This design comes from an exercise in tuning for small area, a short achievable clock period and few clock cycles per item on the open sky130 flow, not from production work.
Only simulation tests tie the RTL to the original design; equivalence was not proved.
Power and IR drop assume default switching activity.

Design joltage, start of the top module:
module joltage #(parameter int LENGTH = 100) (
    input logic clk, rst, start, data_valid,
    input logic [4*LENGTH-1:0] line_flat,
    output logic [15:0] joltage1_out,
    output logic [63:0] joltage2_out,
    output logic done
    );
Size in the first run: ~680 flip-flops, about 490 I/O pins, ~34000 um2 of cells after synthesis.
Settings: LEC_CHECK=0, CAP_MARGIN=20, CORE_MARGIN=2, CORE_UTILIZATION=40, SLEW_MARGIN=20; clock period 25.0 ns.
standard.sh (not shown) runs the stock make flow with config.mk's settings and CLKGATE_MAP_FILE= SYNTH_SCRIPT=/design/flow/synth_recipe.tcl, a recipe that flattens the netlist after the stock synthesis.
==> flow/flow/run.sh <==
#!/bin/bash
# Standard layout, with repair_timing asked to leave a setup margin so that it
# sizes and buffers the design for the period it can reach, not just 25 ns.
# The SDC (clock period and I/O delays) is the design's, unchanged.
set -euo pipefail
export SETUP_SLACK_MARGIN=18
bash standard.sh > standard.log 2>&1
Testbench counts at the start, summed over its fixed seeds: cycles 3,608, lines 240.
Edit:
==> flow/flow/run.sh (replaced) <==
#!/bin/bash
# Standard layout with two changes to how it is made (the SDC, clock period
# and I/O delays are the design's, unchanged):
# - repair_timing is asked for a setup margin, so that it sizes and buffers
#   the design for the period it can reach rather than just 25 ns;
# - the port buffers are buf_1 cells instead of the default choice.
set -euo pipefail
export SETUP_SLACK_MARGIN=18.5
export BUFFER_PORTS_ARGS="-buffer_cell sky130_fd_sc_hd__buf_1"
bash standard.sh > standard.log 2>&1
Settings changed: ABC_AREA set to 1.
After rerunning: Core utilization went down by 4.8 points; worst setup slack gains 0.82 ns; global-route usage went down by 4.6 points; total power went down by 4.7%; via count went up by 7.3%.


joltage, a different RTL version from the one above (not shown whole).
Size: roughly 5,900 cells after synthesis, about 43,000 um2 of cells after synthesis.
// joltage
module joltage #(parameter int LENGTH = 100) (
    input logic clk, rst, start, data_valid,
    input logic [4*LENGTH-1:0] line_flat,
    output logic [15:0] joltage1_out,
    output logic [63:0] joltage2_out,
    output logic done
    );
export LEC_CHECK = 0
export ABC_AREA = 1
export CAP_MARGIN = 20
export CORE_MARGIN = 2
export CORE_UTILIZATION = 40
export SLEW_MARGIN = 20
create_clock -name core_clock -period 25.0 [get_ports {clk}]
==> flow/flow/run.sh <==
#!/bin/bash
# Standard layout with two changes to how it is made (the SDC, clock period
# and I/O delays are the design's, unchanged):
# - repair_timing is asked for a setup margin, so that it sizes and buffers
#   the design for the period it can reach rather than just 25 ns;
# - the port buffers are buf_1 cells instead of the default choice.
set -euo pipefail
export SETUP_SLACK_MARGIN=17
export BUFFER_PORTS_ARGS="-buffer_cell sky130_fd_sc_hd__buf_1"
bash standard.sh > standard.log 2>&1
Testbench counts at the start, summed over its fixed seeds: cycles 2,384, lines 240.
Then changed:
==> flow/run.sh (new file) <==
#!/bin/bash
# synth_recipe.tcl (not shown) runs the flow's synth.tcl, then flattens the netlist and writes it again
# the make line also repeats each setting of config.mk as NAME=value (left out here)
make -C /OpenROAD-flow-scripts/flow DESIGN_CONFIG=/design/flow/config.mk WORK_HOME=/design/flow/orfs CLKGATE_MAP_FILE= SYNTH_SCRIPT=/design/flow/synth_recipe.tcl finish
SETUP_SLACK_MARGIN = 5   (was default)
removed: flow/flow/run.sh
removed: flow/standard.sh
What happened: Cell area went up by 4.0%; hold slack barely changes; total power drops by 0.58%; routed wire length came out higher by 0.59%; count of clock-buffer cells in the layout went down by 6.
Then changed:
==> flow/flow/run.sh (new file) <==
#!/bin/bash
# Standard layout with three changes to how it is made (the SDC, clock period
# and I/O delays are the design's, unchanged):
# - repair_timing is asked for a setup margin, so that it sizes and buffers
#   the design for the period it can reach rather than just 25 ns;
# - the port buffers are buf_1 cells instead of the default choice;
# - the clock tree uses clkbuf_8 cells (set in config.mk).
set -euo pipefail
export SETUP_SLACK_MARGIN=17
export BUFFER_PORTS_ARGS="-buffer_cell sky130_fd_sc_hd__buf_1"
bash standard.sh > standard.log 2>&1
==> flow/standard.sh (new file) <==
#!/bin/bash
# synth_recipe.tcl (not shown) runs the flow's synth.tcl, then flattens the netlist and writes it again
# the make line also repeats each setting of config.mk as NAME=value (left out here)
make -C /OpenROAD-flow-scripts/flow DESIGN_CONFIG=/design/flow/config.mk WORK_HOME=/design/flow/orfs CLKGATE_MAP_FILE= SYNTH_SCRIPT=/design/flow/synth_recipe.tcl "${@:-finish}"
CTS_BUF_LIST = sky130_fd_sc_hd__clkbuf_8   (was default)
SETUP_SLACK_MARGIN = default   (was 5)
removed: flow/run.sh
The changed run passed the timing, DRC and antenna checks.
Clock skew grows by 0.0070 ns.
Maximum frequency grows by well over a third.
Critical path depth shrinks by 8.
Global-route usage shrinks by 0.45 points.
Power shrinks slightly.
First-iteration DRC count grows by a few percent.
Synthesized cell count stays the same.
Clock-buffer cell count grows by 36.

==> what the ideal ports hide <==
The results above use ideal ports. As a check the final layouts listed here were re-extracted and re-timed, cells and wires unchanged.
Step 1 sets driving cells, clkbuf_16 on the clock port and buf_2 on the other inputs (assumed; they add their load-dependent delay and slew).
Step 2 times the ports against the registers' clock, not the clock port: input delays grow and output delays shrink by t, the midpoint of the rising clock arrivals with the driver on.
a / b / c = ideal / step 1 / step 2; a / b = the first two.
run	t (ns)	setup WS [ns]	worst data-port slew with drivers (ns)
the first run of note 1	0.711	17.721 / 17.721 / 17.721	0.12
the second run of note 1	0.728	18.543 / 18.543 / 18.543	0.15
the first run of note 2	0.742	17.050 / 17.050 / 17.050	0.14
the second run of note 2	0.758	13.133 / 13.133 / 13.133	0.09
the third run of note 2	0.895	17.088 / 17.088 / 17.088	0.12
After both steps setup and hold are still met in every run listed.
